Context: an optimization exercise on an open-source flow, tuned for small area. The choices shown serve that exercise and are no tape-out recipe. Function was checked by simulation only, so behaviour that the tests miss may differ from the original. No driver is modelled on the clock port, so clocking that relies on it looks cheaper here than on a real chip. No activity file was given, so power comes from the tool's default toggle rates.

File: design/flow/flow/downsize.tcl
# After floorplan: every combinational cell that synthesis sized above drive
# strength 1 goes back to its _1 variant; the placement and routing repairs
# later upsize or buffer whatever then needs it for slew, load or timing.
set n 0
foreach inst [get_cells *] {
  set ref [get_property $inst ref_name]
  if { ![regexp {^(sky130_fd_sc_hd__[a-z0-9]+)_([0-9]+)$} $ref -> base drive] } { continue }
  if { $drive <= 1 } { continue }
  if { [regexp {__(df|dl|sdf|edf|sedf|clk|tap|fill|conb|dly|lpflow|probe)} $base] } { continue }
  if { [get_lib_cells -quiet */${base}_1] eq "" } { continue }
  replace_cell [get_full_name $inst] ${base}_1
  incr n
}
puts "downsize: $n cells set to drive strength 1"
File: design/flow/design.v
module fifo_rdec (
    input rst, rd,
    input [3:0] a,
    output [15:0] sel,
    output hold
);
    wire g;
    wire [3:0] an, lo_n, hi_n;
    fifo_nor2b g_g (.a(rst), .b_n(rd), .y(g));
    fifo_nor2  g_h (.a(rd), .b(rst), .y(hold));
    genvar k;
    generate for (k = 0; k < 4; k = k + 1) begin : inv
        fifo_inv g_i (.a(a[k]), .y(an[k]));
    end endgenerate
    generate for (k = 0; k < 4; k = k + 1) begin : pre
        fifo_nand3 g_lo (.a(g), .b(k & 1 ? a[0] : an[0]), .c(k & 2 ? a[1] : an[1]), .y(lo_n[k]));
        fifo_nand2 g_hi (.a(k & 1 ? a[2] : an[2]), .b(k & 2 ? a[3] : an[3]), .y(hi_n[k]));
    end endgenerate
    generate for (k = 0; k < 16; k = k + 1) begin : fin
        fifo_nor2 g_s (.a(lo_n[k % 4]), .b(hi_n[k / 4]), .y(sel[k]));
    end endgenerate
endmodule
module fifo_nor2 (input a, b, output y);
    assign y = ~(a | b);
endmodule
module fifo_aoi222 (input a0, b0, a1, b1, a2, b2, output y);
    assign y = ~((a0 & b0) | (a1 & b1) | (a2 & b2));
endmodule
module fifo_nand6 (input [5:0] y, output x);
    wire c;
    fifo_and4  g_c (.a(y[0]), .b(y[1]), .c(y[2]), .d(y[3]), .y(c));
    fifo_nand3 g_x (.a(c), .b(y[4]), .c(y[5]), .y(x));
endmodule
module fifo_aoi22 (input a0, b0, a1, b1, output y);
    assign y = ~((a0 & b0) | (a1 & b1));
endmodule
module fifo_ctl (
    input rst, wr_en, rd_en,
    input [4:0] p,
    output full, empty, wr, rd,
    output [4:0] pn
);
    wire n4, rst_n;
    wire t0, t1_n, t2, t3_n, t4;
    wire x0, x1_n, x2, x3_n;
    wire [4:0] y;
    assign empty = p[4];
    fifo_nand4 g_n4 (.a(p[0]), .b(p[1]), .c(p[2]), .d(p[3]), .y(n4));
    fifo_nor2  g_fl (.a(n4), .b(p[4]), .y(full));
    fifo_nor2b g_wr (.a(full), .b_n(wr_en), .y(wr));
    fifo_nor2b g_rd (.a(p[4]), .b_n(rd_en), .y(rd));
    fifo_inv   g_rn (.a(rst), .y(rst_n));
    fifo_xor2  g_t0 (.a(wr), .b(rd), .y(t0));
    fifo_xor2  g_x0 (.a(p[0]), .b(rd), .y(x0));
    fifo_nand2 g_t1 (.a(t0), .b(x0), .y(t1_n));
    fifo_xnor2 g_x1 (.a(p[1]), .b(rd), .y(x1_n));
    fifo_nor2  g_t2 (.a(t1_n), .b(x1_n), .y(t2));
    fifo_xor2  g_x2 (.a(p[2]), .b(rd), .y(x2));
    fifo_nand2 g_t3 (.a(t2), .b(x2), .y(t3_n));
    fifo_xnor2 g_x3 (.a(p[3]), .b(rd), .y(x3_n));
    fifo_nor2  g_t4 (.a(t3_n), .b(x3_n), .y(t4));
    fifo_xnor2 g_y0 (.a(p[0]), .b(t0),   .y(y[0]));
    fifo_xor2  g_y1 (.a(p[1]), .b(t1_n), .y(y[1]));
    fifo_xnor2 g_y2 (.a(p[2]), .b(t2),   .y(y[2]));
    fifo_xor2  g_y3 (.a(p[3]), .b(t3_n), .y(y[3]));
    fifo_xnor2 g_y4 (.a(p[4]), .b(t4),   .y(y[4]));
    genvar k;
    generate for (k = 0; k < 5; k = k + 1) begin : nx
        fifo_nand2 g_n (.a(rst_n), .b(y[k]), .y(pn[k]));
    end endgenerate
endmodule
module fifo_inv   (input a, output y);             assign y = ~a;                endmodule
module fifo_nand2 (input a, b, output y);          assign y = ~(a & b);          endmodule
module fifo_nand4 (input a, b, c, d, output y);    assign y = ~(a & b & c & d);  endmodule
module fifo_nor2b (input a, b_n, output y);        assign y = ~(a | ~b_n);       endmodule
module fifo_nor3  (input a, b, c, output y);       assign y = ~(a | b | c);      endmodule
module fifo_nor4  (input a, b, c, d, output y);    assign y = ~(a | b | c | d);  endmodule
module fifo_and2  (input a, b, output y);          assign y = a & b;             endmodule
module fifo_and3  (input a, b, c, output y);       assign y = a & b & c;         endmodule
module fifo_or2   (input a, b, output y);          assign y = a | b;             endmodule
module fifo_xnor2 (input a, b, output y);          assign y = ~(a ^ b);          endmodule
module fifo_mux2  (input s, a1, a0, output y);     assign y = s ? a1 : a0;       endmodule
module fifo_ao22  (input a0, b0, a1, b1, output y); assign y = (a0 & b0) | (a1 & b1); endmodule
module fifo_nand3 (input a, b, c, output y);       assign y = ~(a & b & c);      endmodule
module fifo_and4  (input a, b, c, d, output y);    assign y = a & b & c & d;     endmodule
module fifo_xor2  (input a, b, output y);          assign y = a ^ b;             endmodule
module sync_fifo #(parameter width=8, depth=16, addr_size=4)(
    input [width-1:0] data_in,
    input rst, clk, rd_en, wr_en,
    output fifo_full, fifo_empty,
    output [width-1:0] data_out
);
reg [4:0] p;
reg [7:0] ram [0:15];
reg [7:0] dout;
wire wr, rd;
wire [4:0] pn;
fifo_ctl u_ctl (.rst(rst), .wr_en(wr_en), .rd_en(rd_en), .p(p),
    .full(fifo_full), .empty(fifo_empty), .wr(wr), .rd(rd), .pn(pn));
assign data_out = dout;
always @(posedge clk)
    p <= pn;
integer i;
always @(posedge clk) begin
    if (wr) begin
        ram[0] <= data_in;
        for (i = 1; i < 16; i = i + 1)
            ram[i] <= ram[i-1];
    end
end
wire [15:0] sel;
wire hold;
fifo_rdec u_dec (.rst(rst), .rd(rd), .a(p[3:0]), .sel(sel), .hold(hold));
genvar b;
generate for (b = 0; b < 8; b = b + 1) begin : bitslice
    wire [5:0] y;
    fifo_aoi222 u0 (.a0(sel[0]),  .b0(ram[0][b]),  .a1(sel[1]),  .b1(ram[1][b]),  .a2(sel[2]),  .b2(ram[2][b]),  .y(y[0]));
    fifo_aoi222 u1 (.a0(sel[3]),  .b0(ram[3][b]),  .a1(sel[4]),  .b1(ram[4][b]),  .a2(sel[5]),  .b2(ram[5][b]),  .y(y[1]));
    fifo_aoi222 u2 (.a0(sel[6]),  .b0(ram[6][b]),  .a1(sel[7]),  .b1(ram[7][b]),  .a2(sel[8]),  .b2(ram[8][b]),  .y(y[2]));
    fifo_aoi222 u3 (.a0(sel[9]),  .b0(ram[9][b]),  .a1(sel[10]), .b1(ram[10][b]), .a2(sel[11]), .b2(ram[11][b]), .y(y[3]));
    fifo_aoi222 u4 (.a0(sel[12]), .b0(ram[12][b]), .a1(sel[13]), .b1(ram[13][b]), .a2(sel[14]), .b2(ram[14][b]), .y(y[4]));
    fifo_aoi22  u5 (.a0(sel[15]), .b0(ram[15][b]), .a1(hold), .b1(dout[b]), .y(y[5]));
    wire d;
    fifo_nand6  u6 (.y(y), .x(d));
    always @(posedge clk)
        dout[b] <= d;
end endgenerate
endmodule
File: design/flow/flow/postcts.tcl
estimate_parasitics -placement
set n 0
foreach inst [get_cells clkbuf_*] {
  if { [get_property $inst ref_name] ne "sky130_fd_sc_hd__clkbuf_4" } { continue }
  set name [get_full_name $inst]
  set net [get_nets -of_objects [get_pins $name/X]]
  set leaf 1
  set worst 0
  foreach l [get_pins -of_objects $net -filter "direction==input"] {
    if { [string match "sky130_fd_sc_hd__clkbuf*" [get_property [get_cells -of_objects $l] ref_name]] } { set leaf 0 }
    set s [get_property $l slew_max]
    if { $s > $worst } { set worst $s }
  }
  if { $leaf && $worst > 0.118 } {
    replace_cell $name sky130_fd_sc_hd__clkbuf_8
    incr n
  }
}
puts "post-cts: upsized $n clock buffers"
if { $n > 0 } {
  detailed_placement
  estimate_parasitics -placement
}
File: design/flow/flow/shrink.tcl
# After the placement repairs: each buffer or gate the repairs sized above
# drive strength 1 is set to the smallest size of its kind whose net still
# sees slews under 0.9 ns (the library limit is 1.5 ns). Clock buffers,
# registers and port buffers are left alone.
estimate_parasitics -placement
proc net_worst_slew { inst } {
  set worst 0
  foreach p [get_pins -of_objects $inst -filter "direction==output"] {
    set net [get_nets -quiet -of_objects $p]
    if { $net eq "" } { continue }
    foreach l [get_pins -of_objects $net] {
      set s [get_property $l slew_max]
      if { $s > $worst } { set worst $s }
    }
  }
  return $worst
}
set n 0
foreach inst [get_cells *] {
  set name [get_full_name $inst]
  if { [string match clk* $name] } { continue }
  set ref [get_property $inst ref_name]
  if { ![regexp {^(sky130_fd_sc_hd__[a-z0-9]+)_([0-9]+)$} $ref -> base drive] } { continue }
  if { $drive <= 1 } { continue }
  if { [regexp {__(df|dl|sdf|edf|sedf|clk|tap|fill|conb|dly|lpflow|probe)} $base] } { continue }
  foreach d {1 2 3 4 6 8 12 16} {
    if { $d >= $drive } { break }
    if { [get_lib_cells -quiet */${base}_$d] eq "" } { continue }
    replace_cell $name ${base}_$d
    if { [net_worst_slew $inst] <= 0.9 } {
      puts "shrink: $name $ref -> ${base}_$d"
      incr n
      break
    }
    replace_cell $name $ref
  }
}
puts "shrink: $n cells made smaller"
File: design/flow/standard.sh
#!/bin/bash
# synth_recipe.tcl (not shown) runs the flow's synth.tcl, then flattens the netlist and writes it again
# the make line also repeats each setting of config.mk as NAME=value (left out here)
make -C /OpenROAD-flow-scripts/flow DESIGN_CONFIG=/design/flow/config.mk WORK_HOME=/design/flow/orfs CLKGATE_MAP_FILE= SYNTH_SCRIPT=/design/flow/synth_recipe.tcl "${@:-finish}"
File: design/flow/constraint.sdc
create_clock -name core_clock -period 4.0 [get_ports {clk}]
set_input_delay 0.8000 -clock core_clock [delete_from_list [all_inputs] [get_ports {clk}]]
set_output_delay 0.8000 -clock core_clock [all_outputs]
set_load 0.01 [all_outputs]
File: design/flow/flow/run.sh
#!/bin/bash
# The standard ORFS layout (the standard.sh, standard synthesis), with:
#  - port buffers of the smallest size (buf_1);
#  - a clock tree of clkbuf_4 without dummy loads (they only balance skew
#    between tree branches), where flow/postcts.tcl swaps a leaf for a clkbuf_8
#    if its register clock pins see a slow edge;
#  - flow/downsize.tcl after floorplan: gates synthesis sized above drive
#    strength 1 go back to size 1 before placement and its repairs;
#  - flow/shrink.tcl after the placement repairs: gates and buffers those
#    repairs sized up go to the smallest size that keeps slews low.
# Each tool's full output is in orfs/logs/; make's output is in standard.log.
set -euo pipefail
export CTS_ARGS="-sink_clustering_enable -repair_clock_nets -dont_use_dummy_load -buf_list sky130_fd_sc_hd__clkbuf_4"
export BUFFER_PORTS_ARGS="-buffer_cell sky130_fd_sc_hd__buf_1"
export POST_FLOORPLAN_TCL="$PWD/flow/downsize.tcl"
export POST_RESIZE_TCL="$PWD/flow/shrink.tcl"
export POST_CTS_TCL="$PWD/flow/postcts.tcl"
bash standard.sh finish > standard.log 2>&1
File: design/flow/config.mk
export PLATFORM = sky130hd
export DESIGN_NAME = sync_fifo
export DESIGN_NICKNAME = sync_fifo
export VERILOG_FILES = /design/flow/design.v
export SDC_FILE = /design/flow/constraint.sdc
export NUM_CORES = 4
export LEC_CHECK = 0
export CAP_MARGIN = 20
export CORE_MARGIN = 2
export CORE_UTILIZATION = 40
export SLEW_MARGIN = 20
export SYNTH_HIERARCHICAL = 1
==> summary.md, run 1 <==
| Metric | Value |
|---|---|
| Routed vias/inst | 5.42 |
| Fin Setup TNS | 0 ns |
| Sequential area share after synthesis | 81.9% |
| Worst path cell trace | buf_1 -> nor2b_1 -> nor2b_1 -> nand3_1 -> nor2_1 -> a222oi_1 -> and4_1 -> nand3_1 |
| Vias in the first global route | 2501 |
| Cell family with most CP delay | simple AND/OR/NAND/NOR gates |
| Cell Pwr Density | 559 nW/um^2 |
| Rel. slew slack | 37.9% |
| Ant. Diodes | 0 |
| Fmax | 0.383 GHz |
| Synth Instances | 260 |
| TritonCTS clock tree | yes |
| Peak supply drop | 0.294 mV |
| Worst setup path start | rd_en |
| Count of state elements after synthesis | 141 |
| Core Rows | 40 |
| Syn_area_per_cell | 19.3 um^2 |
| Slowest CP cell | nor2_1 |
| Number of flops mapped to enable cells by yosys | 128 |
| Ys async rst share | 0% |
| DR iter-0 viols | 448 |
| DRC Markers | 0 |
| Pin count of the biggest net entering global routing | 129 |
| Vias post-DR | 2528 |
| Clock slew at reported path FFs | 0.10 ns |
| Port bufs | 21 |
| Area of the mapped netlist | 5010 um^2 |
| Worst Max-Slew Pin Slew | 0.931 ns |
| Crit path capture type | register |
| Syn nets | 272 |
| First-pass GRT wire length | 13100 um |
| Initial antenna violation count | 0 |
| Fin. max-slew vios | 0 |
| GR Overflow Total | 0 |
| Layout area overhead | 7.46% |
| Setup CP Type | in -> reg |
| Final Wtd Congestion | 0.752 |
| Die width | 116 um |
| Synth unique cells | 14 |
| WL/cell | 17.7 um |
| Multi-input gate area | 820 um^2 |
| Total Wirelength | 8240 um |
| # clock sinks | 141 |
| Leakage Power | 1.72 nW |
| Slowest Stage Delay on Critical Path | 0.52 ns |
| Antenna viol nets, final | 0 |
| I/O pin count | 22 |
| Fillers | 1092 |
| Synthesis Warnings | 9 |
| RSZ-0062 raised after global routing | no |
| Final setup viols | 0 |
| Worst min path class | reg -> reg |
| CP Launch Type | primary input |
| Main synth FF type | edfxtp_1 |
| HPWL after DPL | 5290 um |
| Die ar. | 13400 um^2 |
| Final worst path period need | 2.61 ns |
| Crit-path max FO | 8 |
| GRT Util Overall | 13.3% |
| Period utilization | 65.3% |
| Core area | 12100 um^2 |
| Vert. Die Dim | 116 um |
| Critical Path RT | 4.42 ns |
| FF/Latch Area | 4100 um^2 |
| Worst r2r src | p[4] |
| Power Total | 3.01 mW |
| Clk Latency, worst-skew pair | 0.50 ns |
| Drt pass-1 iters | 9 |
| NumNets Final | 312 |
| Max_cap viols | 0 |
| Starting density of the core | 41.4% |
| Hold Crit Start | ram[1][5] |
| WP buf/inv | 1 |
| Critical path arrival | 3.03 ns |
| Worst Skew | 0.0275 ns |
| Final hold violations | 0 |
| Outcome | complete, no violations |
| Share of layout cells above drive strength 1 | 6.04% |
## routing by layer
| layer | share of wire (%) | global-route usage, % | wire length, um |
|---|---|---|---|
| met1 | 48 | 19.2 | 3940 |
| met2 | 44 | 18.1 | 3630 |
| met3 | 7.6 | 5.75 | 628 |
| met4 | 0.42 | 4.76 | 35 |
| met5 | 0 | 0 | 0 |
## cell type report
class                      count  area share (%)
multi-input combinational    113            15.2
clock buffer                  17            2.60
tap                          168            3.90
sequential                   141            76.2
timing repair buffer          22            1.74
inverter                       5           0.348
## path summary, 6_finish.rpt
| check | endpoint | depth (start not counted) | slack (ns) |
|---|---|---|---|
| worst max-delay path | dout[4] | 8 | 1.39 |
| worst min-delay path | ram[2][5] | 0 | 0.44 |
| worst max register to register | dout[4] | 7 | 1.40 |
| worst min register to register | ram[2][5] | 0 | 0.44 |
## Yosys stat by module, one instance, submodules excluded, a selection
module	cells	times used	area (um^2)
sync_fifo	141	1	4100
fifo_nor2b	1	3	13.8
fifo_aoi22	1	8	12.5
fifo_aoi222	1	40	10.0
fifo_and4	1	8	8.76
fifo_xnor2	1	5	8.76
fifo_xor2	1	5	8.76
fifo_ctl	1	1	7.51
fifo_nand4	1	1	6.26
fifo_nand3	1	12	5.00
fifo_inv	1	5	3.75
fifo_nand2	1	11	3.75
fifo_nor2	1	20	3.75
## cell usage after synthesis (all sizes together), types with 3 or more instances
| library cell | count | share of area (%) |
|---|---|---|
| a222oi | 40 | 8.0 |
| a22oi | 8 | 2.0 |
| and4 | 8 | 1.4 |
| dfxtp | 13 | 5.2 |
| edfxtp | 128 | 77 |
| inv | 5 | 0.37 |
| nand2 | 11 | 0.82 |
| nand3 | 12 | 1.2 |
| nor2 | 20 | 1.5 |
| nor2b | 3 | 0.82 |
| xnor2 | 5 | 0.87 |
| xor2 | 5 | 0.87 |
## layout by cell type (no fill, tap or decap)
cell and instances:
nand2_1 11, nand3_1 12, buf_1 21, buf_8 1, inv_1 5, clkbuf_4 15, a22oi_1 8, nand4_1 1
a222oi_1 40, xnor2_1 5, and4_1 8, clkbuf_8 2, dfxtp_1 13, nor2b_1 3, xor2_1 5, edfxtp_1 128
nor2_1 20
## kinds of logic after synthesis
logic type,share of synthesized area [%]
buffers and inverters,0.524
AO/OA/AOI/OAI,9.99
AND/OR/NAND/NOR,5.87
flip-flops,81.9
XOR/XNOR,1.75
## report_power, final
part / switching, mW / internal (mW)
clock network: 0.408 / 0.216
registers: 0.141 / 1.94
logic: 0.207 / 0.0954
total: 0.756 / 2.25
## per-stage QoR
step / area, um^2 / instances / util [%] / hold WS, ns / setup slack (ns)
after floorplan: 5010 / 260 / - / 0.425 / 0.267
after global placement: 5260 / 449 / 43.4 / 0.428 / 0.979
after detailed placement: 5250 / 449 / 43.3 / 0.435 / 0.888
after global routing: 5390 / 466 / 44.5 / 0.402 / 1.10
final: 5390 / 466 / 44.5 / 0.440 / 1.39
## sequential cells by signal, indices dropped and copies added (netlist names)
name,flops
ram,128
dout,8
p,5
## worst reg2reg max path, delay by kind of cell, from the launching register on
family | cells | cell delay [ns]
AO/OA/AOI/OAI | 1 | 0.28
AND/OR/NAND/NOR | 6 | 1.90
flip-flops | 1 | 0.35
==> inputs of run 2 (changes only) <==
--- a/design/flow/flow/run.sh
+++ b/design/flow/flow/run.sh
@@ -12,3 +12,3 @@
 set -euo pipefail
-export CTS_ARGS="-sink_clustering_enable -repair_clock_nets -dont_use_dummy_load -buf_list sky130_fd_sc_hd__clkbuf_4"
+export CTS_ARGS="-sink_clustering_enable -repair_clock_nets -dont_use_dummy_load -sink_clustering_size 18 -sink_clustering_max_diameter 100 -sink_clustering_levels 1 -sink_clustering_buffer sky130_fd_sc_hd__clkbuf_8 -buf_list sky130_fd_sc_hd__clkbuf_4"
 export BUFFER_PORTS_ARGS="-buffer_cell sky130_fd_sc_hd__buf_1"
==> run 2 against run 1 <==
Power stayed put; worst hold slack stayed put; design area stayed put; area after synthesis stayed put; combinational power hardly changed; non-clock buffer count stayed put; fmax stayed put; cell count stayed put; count of clock-buffer cells in the layout stayed put; flip-flop and latch count stayed put; core utilization stayed put; critical path depth stayed put; critical path type unchanged.
==> summary.md, run 2 <==
| Metric | Value |
|---|---|
| Final worst path period need | 2.61 ns (unchanged) |
| Reg2Reg Depth | 7 (unchanged) |
| Die width | 116 um (unchanged) |
| Rel. slew slack | 37.9% (unchanged) |
| Drt pass-1 iters | 9 (unchanged) |
| WL/cell | 17.7 um (unchanged) |
| Fin. max-slew vios | 0 (unchanged) |
| Reg2Reg Setup Slack | 1.40 ns (about the same) |
| Critical path arrival | 3.03 ns (about the same) |
| Peak supply drop | 0.294 mV (unchanged) |
| Vias in the first global route | 2501 (unchanged) |
| Placed inst area | 5250 um^2 (unchanged) |
| Starting density of the core | 41.4% (unchanged) |
| Worst Max-Slew Pin Slew | 0.931 ns (unchanged) |
| Inst Count DP | 449 (unchanged) |
| First-pass GRT wire length | 13100 um (unchanged) |
| Worst Hold Depth | 0 (unchanged) |
| Total Wirelength | 8240 um (unchanged) |
| Most used standard cell by instance count after synthesis | edfxtp_1 (unchanged) |
| Synth unique cells | 14 (unchanged) |
| Final hold violations | 0 (unchanged) |
| Number of flops mapped to enable cells by yosys | 128 (unchanged) |
| Final setup viols | 0 (unchanged) |
| FF/Latch Area | 4100 um^2 (unchanged) |
| DRC Markers | 0 (unchanged) |
| Syn_area_per_cell | 19.3 um^2 (unchanged) |
| Clk Latency, worst-skew pair | 0.50 ns (about the same) |
| Most frequent cells in the layout | edfxtp_1, a222oi_1, buf_1 (unchanged) |
| Count of state elements after synthesis | 141 (unchanged) |
| Number of flip-flops in the largest register | 128 (unchanged) |
| Crit path capture type | register (unchanged) |
| Max_cap viols | 0 (unchanged) |
| Syn nets | 272 (unchanged) |
| Reg with most FFs | ram (unchanged) |
| Hold Crit Start | ram[1][5] (unchanged) |
| Die ar. | 13400 um^2 (unchanged) |
| Synth Instances | 260 (unchanged) |
| Post-Layout Cell Count | 466 (unchanged) |
| Final Wtd Congestion | 0.752 (unchanged) |
| Initial antenna violation count | 0 (unchanged) |
| GRT Util Overall | 13.3% (unchanged) |
| Routed vias/inst | 5.42 (unchanged) |
| Synthesis Warnings | 9 (unchanged) |
| Top Registers | ram (128), dout (8), p (5) (unchanged) |
| Sequential area share after synthesis | 81.9% (unchanged) |
| PnR worst setup slack | 1.39 ns (unchanged) |
| FF-to-FF End | dout[4] (unchanged) |
| NumNets Final | 312 (unchanged) |
| # clock sinks | 141 (unchanged) |
| Area of the mapped netlist | 5010 um^2 (unchanged) |
| CP Launch Type | primary input (unchanged) |
| I/O pin count | 22 (unchanged) |
| Period utilization | 65.3% (unchanged) |
| Commonest non-fill, non-tap cell in the layout | edfxtp_1 (unchanged) |
| Fmax | 0.383 GHz (unchanged) |
| Vias post-DR | 2528 (unchanged) |
| Outcome | complete, no violations (unchanged) |
| Vert. Die Dim | 116 um (unchanged) |
| Layout area overhead | 7.46% (unchanged) |
| Cell Pwr Density | 559 nW/um^2 (unchanged) |
| Crit-path max FO | 8 (unchanged) |
| Critical Path RT | 4.42 ns (about the same) |
| Setup CP Type | in -> reg (unchanged) |
| Area share of the largest cell type after synthesis | 76.7% (unchanged) |
| Pre-CTS setup slack | 0.888 ns (unchanged) |
| Core Rows | 40 (unchanged) |
| DR iter-0 viols | 448 (unchanged) |
| Antenna viol nets, final | 0 (unchanged) |
| Worst Skew | 0.0275 ns (unchanged) |
| Worst r2r src | p[4] (unchanged) |
| TritonCTS clock tree | yes (unchanged) |
| Core area | 12100 um^2 (unchanged) |
| Port bufs | 21 (unchanged) |
| Leakage Power | 1.72 nW (unchanged) |
| Post-route cell area | 5390 um^2 (unchanged) |
| Post-synth top area cell | edfxtp_1 (unchanged) |
| GR Overflow Total | 0 (unchanged) |
| Ant. Diodes | 0 (unchanged) |
| Pin count of the biggest net entering global routing | 129 (unchanged) |
| Share of layout cells above drive strength 1 | 6.04% (unchanged) |
| HPWL after DPL | 5290 um (unchanged) |
| Multi-input gate area | 820 um^2 (unchanged) |
| Ys async rst share | 0% (unchanged) |
| RSZ-0062 raised after global routing | no (unchanged) |
| Clock slew at reported path FFs | 0.10 ns (about the same) |
| Fillers | 1092 (unchanged) |
| Worst min path class | reg -> reg (unchanged) |
| Main synth FF type | edfxtp_1 (unchanged) |
| Largest cells by area after synthesis | edfxtp_1, a222oi_1, dfxtp_1, a22oi_2, nor2_1 (unchanged) |
| Fin Setup TNS | 0 ns (unchanged) |
| Hold worst-path end | ram[2][5] (unchanged) |
| Top post-synthesis cells by count | edfxtp_1, a222oi_1, nor2_1 (unchanged) |
run 2: cell counts after synthesis:
No cell type changed its count.
run 2: report_power, final:
| part | switching [mW] | internal (mW) | total (mW) |
|---|---|---|---|
| Combinational | 0.207 | 0.0954 | 0.303 |
| Clock | 0.408 | 0.216 | 0.623 |
| Sequential | 0.141 | 1.94 | 2.08 |
run 2: metal layers:
layer / up-vias / track usage (%) / share of wire, %
li1: 1187 / - / -
met1: 1243 / 19.2 / 48
met2: 96 / 18.1 / 44
met3: 2 / 5.75 / 7.6
met4: 0 / 4.76 / 0.42
met5: - / 0 / 0
run 2: cell families after synthesis:
logic type,count (synthesis),synth area share [%]
AOI/OAI and AO/OA,48,9.99
xor gates and xnor gates,10,1.75
buffers and inverters,6,0.524
DFF,141,81.9
and+or+nand+nor,55,5.87
run 2: how the worst max path moves through the flow:
| stage | startpoint | to | slack [ns] | depth (start not counted) |
|---|---|---|---|---|
| after detailed placement | rd_en | dout[2] | 0.89 | 8 |
| final | rd_en | dout[4] | 1.39 | 8 |
| after global placement | rd_en | dout[0] | 0.98 | 8 |
| after global routing | p[4] | dout[5] | 1.10 | 7 |
| after floorplan | wr_en | p[4] | 0.27 | 8 |
run 2: critical path: stages:
cell	delay [ns]
buf_1	0.06
nor2b_1	0.49
nor2b_1	0.36
nand3_1	0.20
nor2_1	0.52
a222oi_1	0.28
and4_1	0.25
nand3_1	0.08
run 2: Yosys stat by module, one instance, submodules excluded, excerpt:
module	times used	flip-flops and latches	cell area, um^2
sync_fifo	1	141	4100
fifo_nor2b	3	0	13.8
fifo_aoi22	8	0	12.5
fifo_aoi222	40	0	10.0
fifo_and4	8	0	8.76
fifo_xnor2	5	0	8.76
fifo_xor2	5	0	8.76
fifo_ctl	1	0	7.51
fifo_nand4	1	0	6.26
fifo_nand3	12	0	5.00
fifo_inv	5	0	3.75
fifo_nand2	11	0	3.75
fifo_nor2	20	0	3.75
run 2: area by class of cell:
| type | count | share of cell area, % |
|---|---|---|
| clock buffers | 17 | 2.60 |
| inverters | 5 | 0.348 |
| multi-input cells | 113 | 15.2 |
| flip-flops and latches | 141 | 76.2 |
| well taps | 168 | 3.90 |
| repair buffers | 22 | 1.74 |
run 2: metrics by stage:
stage	hold WS, ns	power, mW	util [%]
6_report	0.440	3.01	44.5
2_1_floorplan	0.425	2.33	-
5_1_grt	0.402	3.17	44.5
3_3_place_gp	0.428	2.40	43.4
3_5_place_dp	0.435	2.43	43.3

-- what the ideal ports hide --
The results above use ideal ports. As a check the final layouts listed here were re-extracted and re-timed, cells and wires unchanged.
Step 1: set_driving_cell puts a clkbuf_16 on clk and a buf_2 on each other input, an assumption about the parent block.
Step 2 also shifts input and output timing later by t, the mid clock arrival at the registers, as if the neighbouring blocks saw the same clock.
a / b / c = ideal ports / drivers / drivers and shift; a / b = the first two.
| run | t (ns) | setup WS [ns] | worst slew at a driven data input, ns |
|---|---|---|---|
| run 1 | 0.517 | 1.389 / 1.397 / 0.880 | 0.03 |
| run 2 | 0.517 | 1.389 / 1.397 / 0.880 | 0.03 |
After both steps every run listed still meets setup and hold.
